This design comes from an exercise in tuning for small area and a short achievable clock period on the open sky130 flow, not from production work. In this exercise RTL edits were held to simulation tests only and were not proved equivalent to the original.

<file path="design/flow/design.v">
module dds_ctrl (
    input  wire        clk,
    input  wire [17:0] A,
    input  wire        vld,
    output wire [21:0] out
);
reg [21:0] crs_lo [0:255];
reg [21:0] crs_hi [0:255];
reg [3:0]  cfn    [0:255];
initial begin
    $readmemh("sin_corse.hex", crs_lo);
    $readmemh("sin_corse.hex", crs_hi);
    $readmemh("cos_fine.hex", cfn);
end
wire [1:0]  q   = A[17:16];
wire [7:0]  i   = A[15:8];
wire [7:0]  jx  = A[7:0];
wire [6:0]  il  = i[7] ? ~i[6:0] : i[6:0];
wire [21:0] lo  = crs_lo[{1'b0, il}];         
wire [21:0] hi  = crs_hi[{1'b1, ~il}];        
wire        sx  = i[7] ^ q[0];
wire [21:0] X   = sx ? hi : lo;       
wire [21:0] Y   = sx ? lo : hi;
wire [3:0]  cf  = cfn[jx];
wire signed [7:0]  sd  = {~jx[7], jx[6:0]};
wire signed [27:0] sdx = sd;
wire signed [27:0] sft = (sdx <<< 19) - (sdx <<< 17) + (sdx <<< 14) + (sdx <<< 11) + (sdx <<< 7) - sdx + 28'sd4096;
wire [13:0] sf  = sft[26:13];
wire [25:0] m1 = X * cf;
wire [35:0] m2 = Y * sf;
reg [4:0]  p1;
reg [13:0] p2;
reg [1:0]  qo;
always @(posedge clk) begin
    p1 <= vld ? m1[25:21] : 5'd0;
    p2 <= vld ? m2[35:22] : 14'd0;
    qo <= q;
end
wire [21:0] add = (i[7] ^ qo[0]) ? hi : lo;
wire [22:0] sum = add + p1 + p2;
wire [21:0] car = {1'b0, sum[22:2]};
wire [21:0] sgn = qo[1] ? (22'd0 - car) : car;
assign out = vld ? sgn : 22'd0;
endmodule
module stop_rom (
    input  wire [8:0]  f,
    output reg  [13:0] stop
);
always @(*)
    case (f)
        9'd0: stop = 14'd16383;
        9'd1: stop = 14'd1000;
        9'd2: stop = 14'd500;
        9'd3: stop = 14'd333;
        9'd4: stop = 14'd250;
        9'd5: stop = 14'd200;
        9'd6: stop = 14'd166;
        9'd7: stop = 14'd142;
        9'd8: stop = 14'd125;
        9'd9: stop = 14'd111;
        9'd10: stop = 14'd100;
        9'd11: stop = 14'd90;
        9'd12: stop = 14'd83;
        9'd13: stop = 14'd76;
        9'd14: stop = 14'd71;
        9'd15: stop = 14'd66;
        9'd16: stop = 14'd62;
        9'd17: stop = 14'd58;
        9'd18: stop = 14'd55;
        9'd19: stop = 14'd52;
        9'd20: stop = 14'd50;
        9'd21: stop = 14'd47;
        9'd22: stop = 14'd45;
        9'd23: stop = 14'd43;
        9'd24: stop = 14'd41;
        9'd25: stop = 14'd40;
        9'd26: stop = 14'd38;
        9'd27: stop = 14'd37;
        9'd28: stop = 14'd35;
        9'd29: stop = 14'd34;
        9'd30: stop = 14'd33;
        9'd31: stop = 14'd32;
        9'd32: stop = 14'd31;
        9'd33: stop = 14'd30;
        9'd34: stop = 14'd29;
        9'd35: stop = 14'd28;
        9'd36: stop = 14'd27;
        9'd37: stop = 14'd27;
        9'd38: stop = 14'd26;
        9'd39: stop = 14'd25;
        9'd40: stop = 14'd25;
        9'd41: stop = 14'd24;
        9'd42: stop = 14'd23;
        9'd43: stop = 14'd23;
        9'd44: stop = 14'd22;
        9'd45: stop = 14'd22;
        9'd46: stop = 14'd21;
        9'd47: stop = 14'd21;
        9'd48: stop = 14'd20;
        9'd49: stop = 14'd20;
        9'd50: stop = 14'd20;
        9'd51: stop = 14'd19;
        9'd52: stop = 14'd19;
        9'd53: stop = 14'd18;
        9'd54: stop = 14'd18;
        9'd55: stop = 14'd18;
        9'd56: stop = 14'd17;
        9'd57: stop = 14'd17;
        9'd58: stop = 14'd17;
        9'd59: stop = 14'd16;
        9'd60: stop = 14'd16;
        9'd61: stop = 14'd16;
        9'd62: stop = 14'd16;
        9'd63: stop = 14'd15;
        9'd64: stop = 14'd15;
        9'd65: stop = 14'd15;
        9'd66: stop = 14'd15;
        9'd67: stop = 14'd14;
        9'd68: stop = 14'd14;
        9'd69: stop = 14'd14;
        9'd70: stop = 14'd14;
        9'd71: stop = 14'd14;
        9'd72: stop = 14'd13;
        9'd73: stop = 14'd13;
        9'd74: stop = 14'd13;
        9'd75: stop = 14'd13;
        9'd76: stop = 14'd13;
        9'd77: stop = 14'd12;
        9'd78: stop = 14'd12;
        9'd79: stop = 14'd12;
        9'd80: stop = 14'd12;
        9'd81: stop = 14'd12;
        9'd82: stop = 14'd12;
        9'd83: stop = 14'd12;
        9'd84: stop = 14'd11;
        9'd85: stop = 14'd11;
        9'd86: stop = 14'd11;
        9'd87: stop = 14'd11;
        9'd88: stop = 14'd11;
        9'd89: stop = 14'd11;
        9'd90: stop = 14'd11;
        9'd91: stop = 14'd10;
        9'd92: stop = 14'd10;
        9'd93: stop = 14'd10;
        9'd94: stop = 14'd10;
        9'd95: stop = 14'd10;
        9'd96: stop = 14'd10;
        9'd97: stop = 14'd10;
        9'd98: stop = 14'd10;
        9'd99: stop = 14'd10;
        9'd100: stop = 14'd10;
        9'd101: stop = 14'd9;
        9'd102: stop = 14'd9;
        9'd103: stop = 14'd9;
        9'd104: stop = 14'd9;
        9'd105: stop = 14'd9;
        9'd106: stop = 14'd9;
        9'd107: stop = 14'd9;
        9'd108: stop = 14'd9;
        9'd109: stop = 14'd9;
        9'd110: stop = 14'd9;
        9'd111: stop = 14'd9;
        9'd112: stop = 14'd8;
        9'd113: stop = 14'd8;
        9'd114: stop = 14'd8;
        9'd115: stop = 14'd8;
        9'd116: stop = 14'd8;
        9'd117: stop = 14'd8;
        9'd118: stop = 14'd8;
        9'd119: stop = 14'd8;
        9'd120: stop = 14'd8;
        9'd121: stop = 14'd8;
        9'd122: stop = 14'd8;
        9'd123: stop = 14'd8;
        9'd124: stop = 14'd8;
        9'd125: stop = 14'd8;
        9'd126: stop = 14'd7;
        9'd127: stop = 14'd7;
        9'd128: stop = 14'd7;
        9'd129: stop = 14'd7;
        9'd130: stop = 14'd7;
        9'd131: stop = 14'd7;
        9'd132: stop = 14'd7;
        9'd133: stop = 14'd7;
        9'd134: stop = 14'd7;
        9'd135: stop = 14'd7;
        9'd136: stop = 14'd7;
        9'd137: stop = 14'd7;
        9'd138: stop = 14'd7;
        9'd139: stop = 14'd7;
        9'd140: stop = 14'd7;
        9'd141: stop = 14'd7;
        9'd142: stop = 14'd7;
        9'd143: stop = 14'd6;
        9'd144: stop = 14'd6;
        9'd145: stop = 14'd6;
        9'd146: stop = 14'd6;
        9'd147: stop = 14'd6;
        9'd148: stop = 14'd6;
        9'd149: stop = 14'd6;
        9'd150: stop = 14'd6;
        9'd151: stop = 14'd6;
        9'd152: stop = 14'd6;
        9'd153: stop = 14'd6;
        9'd154: stop = 14'd6;
        9'd155: stop = 14'd6;
        9'd156: stop = 14'd6;
        9'd157: stop = 14'd6;
        9'd158: stop = 14'd6;
        9'd159: stop = 14'd6;
        9'd160: stop = 14'd6;
        9'd161: stop = 14'd6;
        9'd162: stop = 14'd6;
        9'd163: stop = 14'd6;
        9'd164: stop = 14'd6;
        9'd165: stop = 14'd6;
        9'd166: stop = 14'd6;
        9'd167: stop = 14'd5;
        9'd168: stop = 14'd5;
        9'd169: stop = 14'd5;
        9'd170: stop = 14'd5;
        9'd171: stop = 14'd5;
        9'd172: stop = 14'd5;
        9'd173: stop = 14'd5;
        9'd174: stop = 14'd5;
        9'd175: stop = 14'd5;
        9'd176: stop = 14'd5;
        9'd177: stop = 14'd5;
        9'd178: stop = 14'd5;
        9'd179: stop = 14'd5;
        9'd180: stop = 14'd5;
        9'd181: stop = 14'd5;
        9'd182: stop = 14'd5;
        9'd183: stop = 14'd5;
        9'd184: stop = 14'd5;
        9'd185: stop = 14'd5;
        9'd186: stop = 14'd5;
        9'd187: stop = 14'd5;
        9'd188: stop = 14'd5;
        9'd189: stop = 14'd5;
        9'd190: stop = 14'd5;
        9'd191: stop = 14'd5;
        9'd192: stop = 14'd5;
        9'd193: stop = 14'd5;
        9'd194: stop = 14'd5;
        9'd195: stop = 14'd5;
        9'd196: stop = 14'd5;
        9'd197: stop = 14'd5;
        9'd198: stop = 14'd5;
        9'd199: stop = 14'd5;
        9'd200: stop = 14'd5;
        9'd201: stop = 14'd4;
        9'd202: stop = 14'd4;
        9'd203: stop = 14'd4;
        9'd204: stop = 14'd4;
        9'd205: stop = 14'd4;
        9'd206: stop = 14'd4;
        9'd207: stop = 14'd4;
        9'd208: stop = 14'd4;
        9'd209: stop = 14'd4;
        9'd210: stop = 14'd4;
        9'd211: stop = 14'd4;
        9'd212: stop = 14'd4;
        9'd213: stop = 14'd4;
        9'd214: stop = 14'd4;
        9'd215: stop = 14'd4;
        9'd216: stop = 14'd4;
        9'd217: stop = 14'd4;
        9'd218: stop = 14'd4;
        9'd219: stop = 14'd4;
        9'd220: stop = 14'd4;
        9'd221: stop = 14'd4;
        9'd222: stop = 14'd4;
        9'd223: stop = 14'd4;
        9'd224: stop = 14'd4;
        9'd225: stop = 14'd4;
        9'd226: stop = 14'd4;
        9'd227: stop = 14'd4;
        9'd228: stop = 14'd4;
        9'd229: stop = 14'd4;
        9'd230: stop = 14'd4;
        9'd231: stop = 14'd4;
        9'd232: stop = 14'd4;
        9'd233: stop = 14'd4;
        9'd234: stop = 14'd4;
        9'd235: stop = 14'd4;
        9'd236: stop = 14'd4;
        9'd237: stop = 14'd4;
        9'd238: stop = 14'd4;
        9'd239: stop = 14'd4;
        9'd240: stop = 14'd4;
        9'd241: stop = 14'd4;
        9'd242: stop = 14'd4;
        9'd243: stop = 14'd4;
        9'd244: stop = 14'd4;
        9'd245: stop = 14'd4;
        9'd246: stop = 14'd4;
        9'd247: stop = 14'd4;
        9'd248: stop = 14'd4;
        9'd249: stop = 14'd4;
        9'd250: stop = 14'd4;
        9'd251: stop = 14'd3;
        9'd252: stop = 14'd3;
        9'd253: stop = 14'd3;
        9'd254: stop = 14'd3;
        9'd255: stop = 14'd3;
        9'd256: stop = 14'd3;
        9'd257: stop = 14'd3;
        9'd258: stop = 14'd3;
        9'd259: stop = 14'd3;
        9'd260: stop = 14'd3;
        9'd261: stop = 14'd3;
        9'd262: stop = 14'd3;
        9'd263: stop = 14'd3;
        9'd264: stop = 14'd3;
        9'd265: stop = 14'd3;
        9'd266: stop = 14'd3;
        9'd267: stop = 14'd3;
        9'd268: stop = 14'd3;
        9'd269: stop = 14'd3;
        9'd270: stop = 14'd3;
        9'd271: stop = 14'd3;
        9'd272: stop = 14'd3;
        9'd273: stop = 14'd3;
        9'd274: stop = 14'd3;
        9'd275: stop = 14'd3;
        9'd276: stop = 14'd3;
        9'd277: stop = 14'd3;
        9'd278: stop = 14'd3;
        9'd279: stop = 14'd3;
        9'd280: stop = 14'd3;
        9'd281: stop = 14'd3;
        9'd282: stop = 14'd3;
        9'd283: stop = 14'd3;
        9'd284: stop = 14'd3;
        9'd285: stop = 14'd3;
        9'd286: stop = 14'd3;
        9'd287: stop = 14'd3;
        9'd288: stop = 14'd3;
        9'd289: stop = 14'd3;
        9'd290: stop = 14'd3;
        9'd291: stop = 14'd3;
        9'd292: stop = 14'd3;
        9'd293: stop = 14'd3;
        9'd294: stop = 14'd3;
        9'd295: stop = 14'd3;
        9'd296: stop = 14'd3;
        9'd297: stop = 14'd3;
        9'd298: stop = 14'd3;
        9'd299: stop = 14'd3;
        9'd300: stop = 14'd3;
        9'd301: stop = 14'd3;
        9'd302: stop = 14'd3;
        9'd303: stop = 14'd3;
        9'd304: stop = 14'd3;
        9'd305: stop = 14'd3;
        9'd306: stop = 14'd3;
        9'd307: stop = 14'd3;
        9'd308: stop = 14'd3;
        9'd309: stop = 14'd3;
        9'd310: stop = 14'd3;
        9'd311: stop = 14'd3;
        9'd312: stop = 14'd3;
        9'd313: stop = 14'd3;
        9'd314: stop = 14'd3;
        9'd315: stop = 14'd3;
        9'd316: stop = 14'd3;
        9'd317: stop = 14'd3;
        9'd318: stop = 14'd3;
        9'd319: stop = 14'd3;
        9'd320: stop = 14'd3;
        9'd321: stop = 14'd3;
        9'd322: stop = 14'd3;
        9'd323: stop = 14'd3;
        9'd324: stop = 14'd3;
        9'd325: stop = 14'd3;
        9'd326: stop = 14'd3;
        9'd327: stop = 14'd3;
        9'd328: stop = 14'd3;
        9'd329: stop = 14'd3;
        9'd330: stop = 14'd3;
        9'd331: stop = 14'd3;
        9'd332: stop = 14'd3;
        9'd333: stop = 14'd3;
        9'd334: stop = 14'd2;
        9'd335: stop = 14'd2;
        9'd336: stop = 14'd2;
        9'd337: stop = 14'd2;
        9'd338: stop = 14'd2;
        9'd339: stop = 14'd2;
        9'd340: stop = 14'd2;
        9'd341: stop = 14'd2;
        9'd342: stop = 14'd2;
        9'd343: stop = 14'd2;
        9'd344: stop = 14'd2;
        9'd345: stop = 14'd2;
        9'd346: stop = 14'd2;
        9'd347: stop = 14'd2;
        9'd348: stop = 14'd2;
        9'd349: stop = 14'd2;
        9'd350: stop = 14'd2;
        9'd351: stop = 14'd2;
        9'd352: stop = 14'd2;
        9'd353: stop = 14'd2;
        9'd354: stop = 14'd2;
        9'd355: stop = 14'd2;
        9'd356: stop = 14'd2;
        9'd357: stop = 14'd2;
        9'd358: stop = 14'd2;
        9'd359: stop = 14'd2;
        9'd360: stop = 14'd2;
        9'd361: stop = 14'd2;
        9'd362: stop = 14'd2;
        9'd363: stop = 14'd2;
        9'd364: stop = 14'd2;
        9'd365: stop = 14'd2;
        9'd366: stop = 14'd2;
        9'd367: stop = 14'd2;
        9'd368: stop = 14'd2;
        9'd369: stop = 14'd2;
        9'd370: stop = 14'd2;
        9'd371: stop = 14'd2;
        9'd372: stop = 14'd2;
        9'd373: stop = 14'd2;
        9'd374: stop = 14'd2;
        9'd375: stop = 14'd2;
        9'd376: stop = 14'd2;
        9'd377: stop = 14'd2;
        9'd378: stop = 14'd2;
        9'd379: stop = 14'd2;
        9'd380: stop = 14'd2;
        9'd381: stop = 14'd2;
        9'd382: stop = 14'd2;
        9'd383: stop = 14'd2;
        9'd384: stop = 14'd2;
        9'd385: stop = 14'd2;
        9'd386: stop = 14'd2;
        9'd387: stop = 14'd2;
        9'd388: stop = 14'd2;
        9'd389: stop = 14'd2;
        9'd390: stop = 14'd2;
        9'd391: stop = 14'd2;
        9'd392: stop = 14'd2;
        9'd393: stop = 14'd2;
        9'd394: stop = 14'd2;
        9'd395: stop = 14'd2;
        9'd396: stop = 14'd2;
        9'd397: stop = 14'd2;
        9'd398: stop = 14'd2;
        9'd399: stop = 14'd2;
        9'd400: stop = 14'd2;
        9'd401: stop = 14'd2;
        9'd402: stop = 14'd2;
        9'd403: stop = 14'd2;
        9'd404: stop = 14'd2;
        9'd405: stop = 14'd2;
        9'd406: stop = 14'd2;
        9'd407: stop = 14'd2;
        9'd408: stop = 14'd2;
        9'd409: stop = 14'd2;
        9'd410: stop = 14'd2;
        9'd411: stop = 14'd2;
        9'd412: stop = 14'd2;
        9'd413: stop = 14'd2;
        9'd414: stop = 14'd2;
        9'd415: stop = 14'd2;
        9'd416: stop = 14'd2;
        9'd417: stop = 14'd2;
        9'd418: stop = 14'd2;
        9'd419: stop = 14'd2;
        9'd420: stop = 14'd2;
        9'd421: stop = 14'd2;
        9'd422: stop = 14'd2;
        9'd423: stop = 14'd2;
        9'd424: stop = 14'd2;
        9'd425: stop = 14'd2;
        9'd426: stop = 14'd2;
        9'd427: stop = 14'd2;
        9'd428: stop = 14'd2;
        9'd429: stop = 14'd2;
        9'd430: stop = 14'd2;
        9'd431: stop = 14'd2;
        9'd432: stop = 14'd2;
        9'd433: stop = 14'd2;
        9'd434: stop = 14'd2;
        9'd435: stop = 14'd2;
        9'd436: stop = 14'd2;
        9'd437: stop = 14'd2;
        9'd438: stop = 14'd2;
        9'd439: stop = 14'd2;
        9'd440: stop = 14'd2;
        9'd441: stop = 14'd2;
        9'd442: stop = 14'd2;
        9'd443: stop = 14'd2;
        9'd444: stop = 14'd2;
        9'd445: stop = 14'd2;
        9'd446: stop = 14'd2;
        9'd447: stop = 14'd2;
        9'd448: stop = 14'd2;
        9'd449: stop = 14'd2;
        9'd450: stop = 14'd2;
        9'd451: stop = 14'd2;
        9'd452: stop = 14'd2;
        9'd453: stop = 14'd2;
        9'd454: stop = 14'd2;
        9'd455: stop = 14'd2;
        9'd456: stop = 14'd2;
        9'd457: stop = 14'd2;
        9'd458: stop = 14'd2;
        9'd459: stop = 14'd2;
        9'd460: stop = 14'd2;
        9'd461: stop = 14'd2;
        9'd462: stop = 14'd2;
        9'd463: stop = 14'd2;
        9'd464: stop = 14'd2;
        9'd465: stop = 14'd2;
        9'd466: stop = 14'd2;
        9'd467: stop = 14'd2;
        9'd468: stop = 14'd2;
        9'd469: stop = 14'd2;
        9'd470: stop = 14'd2;
        9'd471: stop = 14'd2;
        9'd472: stop = 14'd2;
        9'd473: stop = 14'd2;
        9'd474: stop = 14'd2;
        9'd475: stop = 14'd2;
        9'd476: stop = 14'd2;
        9'd477: stop = 14'd2;
        9'd478: stop = 14'd2;
        9'd479: stop = 14'd2;
        9'd480: stop = 14'd2;
        9'd481: stop = 14'd2;
        9'd482: stop = 14'd2;
        9'd483: stop = 14'd2;
        9'd484: stop = 14'd2;
        9'd485: stop = 14'd2;
        9'd486: stop = 14'd2;
        9'd487: stop = 14'd2;
        9'd488: stop = 14'd2;
        9'd489: stop = 14'd2;
        9'd490: stop = 14'd2;
        9'd491: stop = 14'd2;
        9'd492: stop = 14'd2;
        9'd493: stop = 14'd2;
        9'd494: stop = 14'd2;
        9'd495: stop = 14'd2;
        9'd496: stop = 14'd2;
        9'd497: stop = 14'd2;
        9'd498: stop = 14'd2;
        9'd499: stop = 14'd2;
        9'd500: stop = 14'd2;
        9'd501: stop = 14'd1;
        9'd502: stop = 14'd1;
        9'd503: stop = 14'd1;
        9'd504: stop = 14'd1;
        9'd505: stop = 14'd1;
        9'd506: stop = 14'd1;
        9'd507: stop = 14'd1;
        9'd508: stop = 14'd1;
        9'd509: stop = 14'd1;
        9'd510: stop = 14'd1;
        9'd511: stop = 14'd1;
        default: stop = 14'd0;
    endcase
endmodule
`timescale 1ns / 1ps
module dds
(
    input wire          sys_clk     ,
    input wire          sys_rst_n   ,
    input wire  [5:0]   wave_sel,
    input wire  [3:0]   mode_sel,
    input wire  [8:0]   F,
    input wire  [10:0]  T,
    input wire  [6:0]   Z,
    output reg  [21:0]  dac_data,
    output reg  [7:0]   dac_data_8bit
);
wire w_lfm  = (wave_sel == 6'b000100);
wire w_nflm = (wave_sel == 6'b100000);
wire w_bpsk = (wave_sel == 6'b001000);
wire w_qpsk = (wave_sel == 6'b010000);
wire w_cos  = (wave_sel == 6'b000010);
wire w_psk  = w_bpsk | w_qpsk;
wire m_1    = (mode_sel == 4'b0001);
wire m_2    = (mode_sel == 4'b0010);
wire m_4    = (mode_sel == 4'b0100);
wire m_8    = (mode_sel == 4'b1000);
reg [8:1] v;
always @(posedge sys_clk or negedge sys_rst_n)
    if (!sys_rst_n) v <= 8'd0;
    else            v <= {v[7:1], 1'b1};
reg [5:0]  wave_sel1;
reg [3:0]  mode_sel1;
reg [8:0]  Fr;
reg [10:0] Tr;
reg [6:0]  Z1;
reg        judge;
always @(posedge sys_clk or negedge sys_rst_n)
    if (!sys_rst_n) begin
        wave_sel1 <= 6'd0; mode_sel1 <= 4'd0; Fr <= 9'd0; Tr <= 11'd0; Z1 <= 7'd0;
        judge <= 1'b0;
    end else begin
        wave_sel1 <= wave_sel; mode_sel1 <= mode_sel; Fr <= F; Tr <= T; Z1 <= Z;
        judge <= (wave_sel1 != wave_sel) | (mode_sel1 != mode_sel) |
                 (Fr != F) | (Tr != T) | (Z1 != Z);
    end
wire [18:0] TIME  = {Tr, 6'd0} + {Tr, 5'd0} + {Tr, 2'd0};
wire        lfm1  = (wave_sel1 == 6'b000100);
wire        m1_1  = (mode_sel1 == 4'b0001);
reg  [2:0]  tzc;
reg  [25:0] TZ;
wire        tz_ok = (tzc == 3'd7);
always @(posedge sys_clk or negedge sys_rst_n)
    if (!sys_rst_n)  tzc <= 3'd0;
    else if (judge)  tzc <= 3'd0;
    else if (!tz_ok) tzc <= tzc + 3'd1;
always @(posedge sys_clk)
    if (!tz_ok) TZ <= (tzc == 3'd0 ? 26'd0 : {TZ[24:0], 1'b0}) + (Z1[3'd6 - tzc] ? {7'd0, TIME} : 26'd0);
reg [25:0] cnt;
reg        T_cnt;
reg [3:0]  T_cnt1;
reg [6:1]  T_cnt_d;
wire [25:0] cnt_p1 = cnt + 26'd1;
wire [25:0] cnt_p2 = {cnt[25:1] + 25'd1, cnt[0]};
wire eq_t   = (cnt    == {7'd0, TIME});
wire eq_tm1 = (cnt_p1 == {7'd0, TIME});
wire eq_tm2 = (cnt_p2 == {7'd0, TIME});
wire eq_t1  = !v[1] ? (cnt == 26'd0) :
              lfm1  ? (m1_1 ? eq_tm2 : (tz_ok && cnt_p2 == TZ)) :
                      (tz_ok && cnt_p1 == TZ);
always @(posedge sys_clk or negedge sys_rst_n)
    if (!sys_rst_n)  cnt <= 26'd0;
    else if (judge)  cnt <= 26'd0;
    else if (eq_t1)  cnt <= 26'd0;
    else if (w_lfm)  cnt <= cnt_p2;
    else             cnt <= cnt_p1;
always @(posedge sys_clk or negedge sys_rst_n)
    if (!sys_rst_n)                 T_cnt <= 1'b0;
    else if (judge)                 T_cnt <= 1'b0;
    else if (eq_tm1 && !w_lfm)      T_cnt <= 1'b1;
    else if (eq_tm2 && w_lfm)       T_cnt <= m_1 ? ~T_cnt : 1'b1;
    else if (eq_t1)                 T_cnt <= 1'b0;
always @(posedge sys_clk or negedge sys_rst_n)
    if (!sys_rst_n) T_cnt1 <= 4'd0;
    else if (judge) T_cnt1 <= 4'd0;
    else if (m_1)   T_cnt1 <= 4'd0;
    else if (m_2) begin
        if (eq_t)       T_cnt1 <= 4'd1;
        else if (eq_t1) T_cnt1 <= 4'd0;
    end else if (m_4 | m_8) begin
        if ((T_cnt1 == 4'd7) && eq_t1) T_cnt1 <= 4'd0;
        else if (eq_t | eq_t1)         T_cnt1 <= T_cnt1 + 4'd1;
    end
always @(posedge sys_clk or negedge sys_rst_n)
    if (!sys_rst_n) T_cnt_d <= 6'd0;
    else            T_cnt_d <= {T_cnt_d[5:1], T_cnt};
reg [2:0] fwsel;
always @(*)
    if (m_1 | m_2) fwsel = 3'd1;
    else if (m_4)
        case (T_cnt1)
            4'd0: fwsel = 3'd1; 4'd2: fwsel = 3'd2; 4'd4: fwsel = 3'd3; 4'd6: fwsel = 3'd4;
            default: fwsel = 3'd5;
        endcase
    else if (m_8)
        case (T_cnt1)
            4'd0: fwsel = 3'd1; 4'd2: fwsel = 3'd3; 4'd4: fwsel = 3'd2; 4'd6: fwsel = 3'd4;
            default: fwsel = 3'd5;
        endcase
    else fwsel = 3'd0;
reg [2:0] f0sel_n, f0sel;
always @(*)
    if (!w_psk) f0sel_n = 3'd0;
    else if (m_1 | m_2) f0sel_n = 3'd1;
    else if (m_4 | m_8)
        case (T_cnt1)
            4'd2: f0sel_n = 3'd2; 4'd4: f0sel_n = 3'd3; 4'd6: f0sel_n = 3'd4;
            default: f0sel_n = 3'd1;
        endcase
    else f0sel_n = 3'd0;
always @(posedge sys_clk or negedge sys_rst_n)
    if (!sys_rst_n) f0sel <= 3'd0;
    else            f0sel <= f0sel_n;
reg [8:0] F0;
always @(*)
    case (f0sel)
        3'd1: F0 = Fr;
        3'd2: F0 = Fr * 2'd3;
        3'd3: F0 = {Fr[7:0], 1'b0};
        3'd4: F0 = {Fr[6:0], 2'b0};
        default: F0 = 9'd0;
    endcase
reg [8:0] F1;
reg       FW_flag;
always @(posedge sys_clk or negedge sys_rst_n)
    if (!sys_rst_n) begin F1 <= 9'd0; FW_flag <= 1'b0; end
    else begin F1 <= F0; FW_flag <= (F1 != F0); end
wire        fwj = judge | FW_flag;
wire        off = !m_1 & T_cnt;
reg  [13:0] STOP;
reg  [13:0] c16;
reg  [3:0]  state;
reg         m_data;
reg  [1:0]  m_data2;
reg  [1:0]  I_tmp, Q_tmp;
reg         bp;           
reg  [2:0]  qp;           
wire [13:0] stop_tab;
stop_rom stop_rom_inst (.f(F0), .stop(stop_tab));
wire        c_m1 = (STOP != 14'd0) && (c16 == STOP - 14'd1);
wire        c_m5 = (STOP >= 14'd5) && (c16 == STOP - 14'd5);
wire        c_m6 = (STOP >= 14'd6) && (c16 == STOP - 14'd6);
always @(posedge sys_clk or negedge sys_rst_n)
    if (!sys_rst_n) STOP <= 14'd0;
    else if (fwj)   STOP <= stop_tab;
always @(posedge sys_clk or negedge sys_rst_n)
    if (!sys_rst_n)   c16 <= 14'd0;
    else if (c_m1)    c16 <= 14'd0;
    else if (fwj)     c16 <= 14'd0;
    else if (off)     c16 <= 14'd0;
    else if (!w_psk)  c16 <= 14'd0;
    else              c16 <= c16 + 14'd1;
always @(posedge sys_clk)
    if (!sys_rst_n)   state <= 4'b1001;
    else if (c_m5)    state <= {state[2:0], state[3] ^ state[2]};
    else if (fwj)     state <= 4'b1001;
    else if (!w_psk)  state <= 4'b1001;
    else if (off)     state <= 4'b1001;
always @(posedge sys_clk)
    if (!sys_rst_n)   m_data <= 1'b0;
    else if (fwj)     m_data <= 1'b0;
    else if (off)     m_data <= 1'b0;
    else if (!w_psk)  m_data <= 1'b0;
    else              m_data <= state[0];
always @(posedge sys_clk or negedge sys_rst_n)
    if (!sys_rst_n)   m_data2 <= 2'b10;
    else if (fwj)     m_data2 <= 2'b00;
    else if (off)     m_data2 <= 2'b10;
    else if (!w_psk)  m_data2 <= 2'b10;
    else if (c_m6)    m_data2 <= {m_data2[0], m_data};
always @(posedge sys_clk or negedge sys_rst_n)
    if (!sys_rst_n) begin I_tmp <= 2'b00; Q_tmp <= 2'b00; end
    else if (judge) begin I_tmp <= 2'b00; Q_tmp <= 2'b00; end
    else begin
        I_tmp <= m_data2[0] ? 2'b01 : 2'b11;
        Q_tmp <= m_data2[1] ? 2'b01 : 2'b11;
    end
always @(posedge sys_clk or negedge sys_rst_n)
    if (!sys_rst_n) begin bp <= 1'b0; qp <= 3'd0; end
    else begin
        bp <= w_bpsk & !m_data;
        if (!w_qpsk) qp <= 3'd0;
        else if (I_tmp == 2'b01)
            qp <= (Q_tmp == 2'b01) ? 3'd3 : (Q_tmp == 2'b11) ? 3'd4 : 3'd0;
        else
            qp <= (Q_tmp == 2'b01) ? 3'd5 : (Q_tmp == 2'b11) ? 3'd6 : 3'd0;
    end
wire [2:0] tcode = (w_cos | w_lfm) ? 3'd1 :
                   w_bpsk ? (bp ? 3'd2 : 3'd0) :
                   w_qpsk ? qp :
                   w_nflm ? 3'd7 : 3'd0;
reg [4:1] jd, lfd, pod;
reg [2:0] tcd [1:4];
reg [2:0] fwd [1:4];
always @(posedge sys_clk or negedge sys_rst_n)
    if (!sys_rst_n) begin
        jd <= 4'd0; lfd <= 4'd0; pod <= 4'd0;
        tcd[1] <= 3'd0; tcd[2] <= 3'd0; tcd[3] <= 3'd0; tcd[4] <= 3'd0;
        fwd[1] <= 3'd0; fwd[2] <= 3'd0; fwd[3] <= 3'd0; fwd[4] <= 3'd0;
    end else begin
        jd  <= {jd[3:1],  judge};
        lfd <= {lfd[3:1], w_lfm};
        pod <= {pod[3:1], off};
        tcd[1] <= tcode; tcd[2] <= tcd[1]; tcd[3] <= tcd[2]; tcd[4] <= tcd[3];
        fwd[1] <= fwsel; fwd[2] <= fwd[1]; fwd[3] <= fwd[2]; fwd[4] <= fwd[3];
    end
wire       judge_d  = jd[4];
wire       lfm_d    = lfd[4];
wire       off_d    = pod[4];
wire [2:0] tc_d     = tcd[4];
wire [2:0] fws_d    = fwd[4];
wire       nflm_d   = (tc_d == 3'd7);
wire       tflag_d  = T_cnt_d[5] ^ T_cnt_d[6];
wire        lfm_j = (wave_sel1 == 6'b000100);
wire [28:0] num0  = Fr * 20'd858993;
wire [10:0] den0  = lfm_j ? Tr : {2'd0, Fr};
reg  [10:0] dr1, dr2, dr3;      
reg  [28:0] dw1, dw2, dw3;      
reg  [10:0] dd1, dd2, dd3;      
reg         dl1, dl2, dl3;      
function [39:0] divstep;        
    input [10:0] r;
    input [28:0] w;
    input [10:0] d;
    reg   [11:0] r2;
    reg   [12:0] df;
    begin
        r2 = {r, w[28]};
        df = {1'b0, r2} - {2'b0, d};
        if (!df[12]) divstep = {df[10:0], w[27:0], 1'b1};
        else         divstep = {r2[10:0], w[27:0], 1'b0};
    end
endfunction
reg [39:0] s0, s1, s2, s3;
integer k;
always @(*) begin
    s0 = {11'd0, num0};
    for (k = 0; k < 6; k = k + 1) s0 = divstep(s0[39:29], s0[28:0], den0);
    s1 = {dr1, dw1};
    for (k = 0; k < 8; k = k + 1) s1 = divstep(s1[39:29], s1[28:0], dd1);
    s2 = {dr2, dw2};
    for (k = 0; k < 8; k = k + 1) s2 = divstep(s2[39:29], s2[28:0], dd2);
    s3 = {dr3, dw3};
    for (k = 0; k < 7; k = k + 1) s3 = divstep(s3[39:29], s3[28:0], dd3);
end
always @(posedge sys_clk) begin
    dr1 <= s0[39:29]; dw1 <= s0[28:0]; dd1 <= den0; dl1 <= lfm_j;
    dr2 <= s1[39:29]; dw2 <= s1[28:0]; dd2 <= dd1;  dl2 <= dl1;
    dr3 <= s2[39:29]; dw3 <= s2[28:0]; dd3 <= dd2;  dl3 <= dl2;
end
wire [31:0] fw_new = dl3 ? {{3{dd3 == 11'd0}}, s3[28:0]} : dd3[8:0] * 32'd8589934;
reg [31:0] F_WORD, FW1, acc, fre_add;
reg [17:0] r1;
reg [22:0] rom_addr_theta;
reg        lfm_p, nflm_p;
always @(posedge sys_clk or negedge sys_rst_n)
    if (!sys_rst_n)   F_WORD <= 32'd0;
    else if (judge_d) F_WORD <= fw_new;
always @(posedge sys_clk or negedge sys_rst_n)
    if (!sys_rst_n) FW1 <= 32'd0;
    else case (fws_d)
        3'd1: FW1 <= F_WORD;
        3'd2: FW1 <= {F_WORD[30:0], 1'b0};
        3'd3: FW1 <= F_WORD + {F_WORD[30:0], 1'b0};
        3'd4: FW1 <= {F_WORD[29:0], 2'b0};
        3'd5: FW1 <= 32'd0;
        default: ;
    endcase
always @(posedge sys_clk or negedge sys_rst_n)
    if (!sys_rst_n) begin lfm_p <= 1'b0; nflm_p <= 1'b0; end
    else begin lfm_p <= lfm_d; nflm_p <= nflm_d; end
wire [31:0] theta    = lfm_p  ? acc : 32'd0;
wire [31:0] fre_add1 = nflm_p ? acc : 32'd0;
wire        nflm_clr = judge_d | !nflm_d;
always @(posedge sys_clk or negedge sys_rst_n)
    if (!sys_rst_n)                    acc <= 32'd0;
    else if (lfm_d)                    acc <= (judge_d | tflag_d) ? 32'd0 : theta + FW1;
    else if (nflm_d)                   acc <= judge_d ? 32'd0 : fre_add1 + {2'b00, F_WORD[31:2]};
    else                               acc <= 32'd0;
always @(posedge sys_clk or negedge sys_rst_n)
    if (!sys_rst_n)     fre_add <= 32'd0;
    else if (judge_d)   fre_add <= 32'd0;
    else if (off_d)     fre_add <= 32'd0;
    else if (lfm_d && tflag_d) fre_add <= 32'd0;
    else                fre_add <= fre_add + (lfm_d ? theta : FW1);
always @(posedge sys_clk or negedge sys_rst_n)
    if (!sys_rst_n)    r1 <= 18'd0;
    else if (nflm_clr) r1 <= 18'd0;
    else               r1 <= fre_add1[31:14];
reg [17:0] rd [1:5];
reg        nclr_d;
always @(posedge sys_clk) begin
    rd[1] <= r1; rd[2] <= rd[1]; rd[3] <= rd[2]; rd[4] <= rd[3]; rd[5] <= rd[4];
end
always @(posedge sys_clk or negedge sys_rst_n)
    if (!sys_rst_n) nclr_d <= 1'b0;
    else            nclr_d <= nflm_clr;
wire [21:0] nflm_data;
dds_ctrl nflm_sine (.clk(sys_clk), .A(rd[5]), .vld(v[8]), .out(nflm_data));
wire [21:0] nflm_ofs = nflm_data + (nflm_data[21] ? 22'h200001 : 22'h1FFFFF);
always @(posedge sys_clk or negedge sys_rst_n)
    if (!sys_rst_n) rom_addr_theta <= 23'd0;
    else case (tc_d)
        3'd1: rom_addr_theta <= 23'h1FFFFF;
        3'd2: rom_addr_theta <= 23'h3FFFFF;
        3'd3: rom_addr_theta <= 23'h0FFFFF;
        3'd4: rom_addr_theta <= 23'h2FFFFF;
        3'd5: rom_addr_theta <= 23'h4FFFFF;
        3'd6: rom_addr_theta <= 23'h6FFFFF;
        3'd7: rom_addr_theta <= nclr_d ? 23'd0 : {nflm_ofs, 1'b0};
        default: rom_addr_theta <= 23'd0;
    endcase
wire [22:0] rom_addr = rom_addr_theta + fre_add[31:9];
wire [21:0] dds_data;
dds_ctrl main_sine (.clk(sys_clk), .A(rom_addr[22:5]), .vld(v[3]), .out(dds_data));
wire [21:0] dac_next = (m_1 | !T_cnt_d[5]) ? dds_data : 22'd0;
always @(posedge sys_clk or negedge sys_rst_n)
    if (!sys_rst_n) begin
        dac_data      <= 22'd0;
        dac_data_8bit <= 8'h7F;
    end else begin
        dac_data      <= dac_next;
        dac_data_8bit <= dac_next[21:14] + (dac_next[21] ? 8'd129 : 8'd127);
    end
endmodule
</file>
<file path="design/flow/cos_fine.hex">
a
a
a
9
9
9
9
9
9
9
8
8
8
8
8
8
8
7
7
7
7
7
7
7
7
6
6
6
6
6
6
6
6
5
5
5
5
5
5
5
5
5
4
4
4
4
4
4
4
4
4
4
3
3
3
3
3
3
3
3
3
3
3
3
2
2
2
2
2
2
2
2
2
2
2
2
2
2
2
1
1
1
1
1
1
1
1
1
1
1
1
1
1
1
1
1
1
1
1
1
0
0
0
0
0
0
0
0
0
0
0
0
0
0
0
0
0
0
0
0
0
0
0
0
0
0
0
0
0
0
0
0
0
0
0
0
0
0
0
0
0
0
0
0
0
0
0
0
0
0
0
0
0
0
0
0
0
1
1
1
1
1
1
1
1
1
1
1
1
1
1
1
1
1
1
1
1
1
2
2
2
2
2
2
2
2
2
2
2
2
2
2
2
3
3
3
3
3
3
3
3
3
3
3
3
4
4
4
4
4
4
4
4
4
4
5
5
5
5
5
5
5
5
5
6
6
6
6
6
6
6
6
7
7
7
7
7
7
7
7
8
8
8
8
8
8
8
9
9
9
9
9
9
9
a
a
</file>
<file path="design/flow/sin_corse.hex">
003244
0096cb
00fb51
015fd5
01c455
0228d1
028d47
02f1b7
035620
03ba81
041ed8
048326
04e768
054b9e
05afc7
0613e2
0677ee
06dbea
073fd5
07a3ae
080774
086b27
08cec5
09324d
0995be
09f918
0a5c59
0abf80
0b228d
0b857f
0be854
0c4b0c
0cada5
0d101f
0d7279
0dd4b2
0e36c8
0e98bc
0efa8b
0f5c36
0fbdba
101f18
10804e
10e15b
11423f
11a2f8
120386
1263e7
12c41a
132420
1383f6
13e39c
144311
14a254
150164
156040
15bee8
161d59
167b95
16d998
173764
1794f6
17f24e
184f6b
18ac4c
1908f0
196556
19c17d
1a1d65
1a790d
1ad473
1b2f97
1b8a78
1be515
1c3f6d
1c9980
1cf34c
1d4cd0
1da60c
1dfeff
1e57a8
1eb007
1f0819
1f5fdf
1fb757
200e82
20655d
20bbe8
211222
21680b
21bda1
2212e5
2267d4
22bc6e
2310b2
2364a0
23b837
240b75
245e5b
24b0e7
250318
2554ee
25a668
25f785
264844
2698a5
26e8a6
273848
278789
27d668
2824e5
2872ff
28c0b5
290e06
295af3
29a779
29f398
2a3f50
2a8aa0
2ad587
2b2004
2b6a16
2bb3be
2bfcf9
2c45c9
2c8e2b
2cd61e
2d1da4
2d64ba
2dab60
2df195
2e3759
2e7cab
2ec18a
2f05f6
2f49ee
2f8d71
2fd07f
301317
305538
3096e2
30d814
3118ce
31590e
3198d5
31d821
3216f3
325548
329322
32d07f
330d5e
3349bf
3385a2
33c106
33fbea
34364e
347031
34a992
34e272
351acf
3552a9
3589ff
35c0d2
35f720
362ce8
36622b
3696e8
36cb1e
36fecd
3731f4
376493
3796aa
37c837
37f93a
3829b4
3859a3
388906
38b7df
38e62b
3913eb
39411e
396dc4
3999dc
39c566
39f062
3a1ace
3a44ac
3a6df9
3a96b6
3abee3
3ae67f
3b0d89
3b3402
3b59e8
3b7f3d
3ba3fe
3bc82c
3bebc7
3c0ece
3c3140
3c531f
3c7468
3c951c
3cb53b
3cd4c4
3cf3b6
3d1213
3d2fd8
3d4d07
3d699f
3d859f
3da107
3dbbd7
3dd60f
3defae
3e08b4
3e2121
3e38f5
3e5030
3e66d1
3e7cd7
3e9244
3ea716
3ebb4e
3eceeb
3ee1ed
3ef453
3f061f
3f174e
3f27e3
3f37db
3f4737
3f55f8
3f641c
3f71a3
3f7e8e
3f8adc
3f968e
3fa1a3
3fac1a
3fb5f5
3fbf32
3fc7d2
3fcfd5
3fd73a
3fde02
3fe42c
3fe9b9
3feea7
3ff2f9
3ff6ac
3ff9c1
3ffc39
3ffe13
3fff4e
3fffec
</file>
<file path="design/flow/run.sh">
#!/bin/bash
# synth_recipe.tcl (not shown) runs the flow's synth.tcl, then flattens the netlist and writes it again
# the make line also repeats each setting of config.mk as NAME=value (left out here)
make -C /OpenROAD-flow-scripts/flow DESIGN_CONFIG=/design/flow/config.mk WORK_HOME=/design/flow/orfs CLKGATE_MAP_FILE= SYNTH_SCRIPT=/design/flow/synth_recipe.tcl finish
</file>
<file path="design/flow/config.mk">
export PLATFORM = sky130hd
export DESIGN_NAME = dds
export DESIGN_NICKNAME = dds
export VERILOG_FILES = /design/flow/design.v
export SDC_FILE = /design/flow/constraint.sdc
export NUM_CORES = 4
export LEC_CHECK = 0
export ABC_AREA = 1
export CAP_MARGIN = 15
export CORE_MARGIN = 2
export CORE_UTILIZATION = 35
export SLEW_MARGIN = 15
export SYNTH_MEMORY_MAX_BITS = 16384
</file>
<file path="design/flow/constraint.sdc">
create_clock -name core_clock -period 120.0 [get_ports {sys_clk}]
set_input_delay 24.0000 -clock core_clock [delete_from_list [all_inputs] [get_ports {sys_clk}]]
set_output_delay 24.0000 -clock core_clock [all_outputs]
set_load 0.01 [all_outputs]
</file>
==> notes.md <==
-- synth_stat cells (31+ instances only) --
cell      number  area [µm²]
o22ai_1       62         388
a211oi_1      53         398
dfxtp_1      297        5950
nor3_1       143         716
ha_1        1150       14400
xnor2_1      187        1640
xor2_1       368        3220
inv_1       2238        8400
nand3_1      544        2720
o21bai_1      80         601
o211ai_1      76         571
o31ai_1       31         233
o21ai_0      923        4620
o221ai_1      65         569
clkinv_1      42         158
clkbuf_1     214         803
a21o_1        39         293
nor4_1        51         319
nand4_1      107         669
or2_2         66         413
nand2_1     3200       12000
fa_1         734       14700
buf_2         83         415
dfrtp_1      363        9080
nor2_1      1194        4480
a21oi_1     1007        5040
a31oi_1       76         475
o21ai_1       44         220
-- how the worst max path moves through the flow --
| stage | cells after the start | start | endpoint |
|---|---|---|---|
| final | 17 | mode_sel[2] | dac_data_8bit[6]$_DFF_PN1_ |
| after floorplan | 15 | mode_sel[3] | dac_data_8bit[6]$_DFF_PN1_ |
| after CTS | 17 | mode_sel[2] | dac_data_8bit[6]$_DFF_PN1_ |
| after global placement | 17 | mode_sel[2] | dac_data_8bit[6]$_DFF_PN1_ |
| after detailed placement | 17 | mode_sel[2] | dac_data_8bit[6]$_DFF_PN1_ |
| after global routing | 17 | mode_sel[2] | dac_data_8bit[6]$_DFF_PN1_ |
-- state kept, by name, indices dropped and copies added, names as in the netlist, 12 cells and up --
register,count
fre_add,32
TZ,24
acc,32
fwd,12
dw1,29
FW1,32
cnt,26
dw3,29
dac_data,22
nflm_sine.p2,14
F_WORD,32
main_sine.p2,14
rom_addr_theta,23
rd,90
c16,14
dw2,29
r1,18
tcd,12
-- worst max-delay path, stage by stage --
cell and delay (ns):
clkdlybuf4s50_1 0.52, nor2_1 0.19, inv_1 0.05, nor3_1 0.52, inv_1 0.25, nand2_1 0.41, nand2_1 0.45, clkinv_1 0.35
o21ai_0 0.13, a21oi_1 0.18, ha_1 0.33, a21oi_1 0.20, nor2_1 0.07, nor2_1 0.15, o21ai_0 0.11, a21oi_1 0.17
xnor2_1 0.14
-- stage by stage --
step	cell area (µm²)	hold slack, ns
2_1_floorplan	98200	0.310
3_3_place_gp	103000	0.310
3_5_place_dp	103000	0.312
4_1_cts	106000	0.312
5_1_grt	106000	0.319
6_report	106000	0.310
-- cell type report --
class,count,area (µm²),area share
multi-input combinational,10600,72100,0.679
sequential,692,16000,0.150
inverter,2301,8640,0.0814
tap,3724,4660,0.0439
clock buffer,111,2450,0.0231
timing repair buffer,190,1630,0.0154
clock inverter,45,711,0.00669
antenna,2,5.00,0.0000471
-- logic make-up (layout without fill, tap and decap cells) --
group                    Yosys count  after routing  share of synthesized area
flip-flops                       692            692                      0.163
other                              2              7                  0.0000765
AO/OA/AOI/OAI                   2697           2697                      0.158
multiplexers                       6              6                   0.000624
XOR/XNOR                         561            561                     0.0507
adder cells (fa/ha/maj)         1884           1884                      0.296
buffers and inverters           2668           2647                      0.105
AND/OR/NAND/NOR                 5429           5429                      0.227
-- layout by cell type (no fill, tap or decap), types with 50 or more instances in the layout --
cell type        count
a31oi_1             76
o21ai_0            921
nor2_1            1193
o21bai_1            80
or2_2               66
nor4_1              50
a21oi_1           1007
o211ai_1            76
xnor2_1            181
o22ai_1             61
a211oi_1            53
ha_1              1150
nand2_1           3199
nand4_1            107
o221ai_1            65
clkbuf_16           89
nand3_1            544
clkdlybuf4s50_1     67
xor2_1             362
fa_1               734
buf_4              119
dfxtp_1            297
inv_1             2235
dfrtp_1            363
nor3_1             143
-- metal layers --
| metal | vias up | wire length, µm | share of wire | GRT usage |
|---|---|---|---|---|
| met4 | 2 | 14400 | 0.042 | 0.0908 |
| met5 | - | 11 | 0.000032 | 0 |
| met1 | 43900 | 152000 | 0.45 | 0.317 |
| met3 | 689 | 22000 | 0.065 | 0.0319 |
| li1 | 45100 | - | - | - |
| met2 | 3035 | 151000 | 0.45 | 0.378 |
==> reports/metrics.yaml <==
synthesis:
  synth_warnings: 9
  synth_cells: 13900
  syn_area_mm2: 0.0982
  synth-edff-count: 24
  ys.flop_type: "dfrtp_1"
  avgSynthCellArea_um2: 7.05
  ys_seq_elements: 692
  async_flop_share: 0.536
  ys_seq_area_frac: 0.163
  ys_types: 86
critical_path:
  r2r_end: "F_WORD[0]$_DFFE_PN0P_"
  worst_ep_arrival_time_ns: 28.26
  rr_worst_depth: 101
  cp-end-kind: "flop"
  start_kind: "input port"
  worstPathRequired_ns: 120.61
  rr_startpoint: "dd3[6]$_DFF_P_"
  worstPathMaxFanout: 13
  worst-setup-path-type: "in2reg"
  r2r_setup_slack_ns: 100.15
routing:
  drtPass1Iterations: 8
  wire_per_inst_um: 19.2
  drt_iter0_drc: 7360
  ant_nets: 0
  drc: 0
  vias: 92800
  drt_wl_total_mm: 339
  via_per_inst: 5.26
sta:
  min_period_over_period: 0.230
  rsz0062_at_grt: "no"
  setup_viol: 0
  fmax_mhz: 36.2
  drv_slew: 0
  worst_pin_slew_ns: 1.29
  fin_skew_ns: 0.0601
  finalSetupTns_ns: 0
  hold_violations: 0
  setup_slack_ns: 92.34
  max_slew_margin: 0.125
  fin_crit_ns: 27.66
global_routing:
  grt_pass1_vias: 91100
  grt_usage: 0.235
  grt_max_degree: 169
  antenna_found_initial: 3
  grt_pass1_wl_mm: 530
  grt_overflow: 0
final_layout:
  n_fill_cell: 30000
  drive_gt1_frac: 0.0349
  fin_nets: 15800
  instances_no_fill: 17600
  area_growth_pct: 8.11
  final_util: 0.380
clock_network:
  ctsResizeCount: 0
  clkLatencyLatePin_ns: 0.72
  root_buffer: "clkbuf_16"
  cts_tree: "yes"
  htreeDepth: 3
  post_cts_buffers: 0
  cts.sinks: 692
  cts.clk_slew.worst_paths_ns: 0.06
  clockBufferDepth: 3
  cts_buffers: 85
  ctsHoldBuffers: 0
floorplanning:
  io_pins: 69
  num_rows: 194
  dieArea_mm2: 0.285
  fp.dieW_um: 534
  die_y_um: 534
  core_mm2: 0.279
  initial_core_util: 0.352
min_path:
  hp-class: "reg2reg"
  hp-start: "dw1[3]$_DFF_P_"
  whs_endpoint: "dw2[11]$_DFF_P_"
  hold_path_depth: 0
job:
  maxCapViolCount: 0
outcome:
  status: "no timing/DRC/antenna violations"
placed_design:
  routabilityCongestion: 1.02
  dpl_worst_slack_ns: 91.69
  port_buffers: 68
  place_inst: 17500
  hpwl_mm: 271

port drivers added, routing unchanged:
The flow's constraints put no driver on any port. The routed layout listed below was extracted and timed again, unchanged, in two steps. Step 1 sets driving cells, clkbuf_16 on the clock port and buf_2 on the other inputs (assumed; they add their load-dependent delay and slew). Step 2 moves the port delays by t, midway between the first and last clock arrival at a register: inputs arrive t later, outputs are due t later. That takes back most of the time a late clock gives input paths. a / b / c = ideal / step 1 / step 2; a / b = the first two.
t (ns): 0.778
slack for setup (ns): 92.344 / 92.406 / 91.627
slew at the worst register clock pin (ns): 0.07 / 0.07
After both steps setup and hold are still met in this run. The setup slack of this run moves by +0.062 ns with the drivers and by -0.717 ns with both steps.
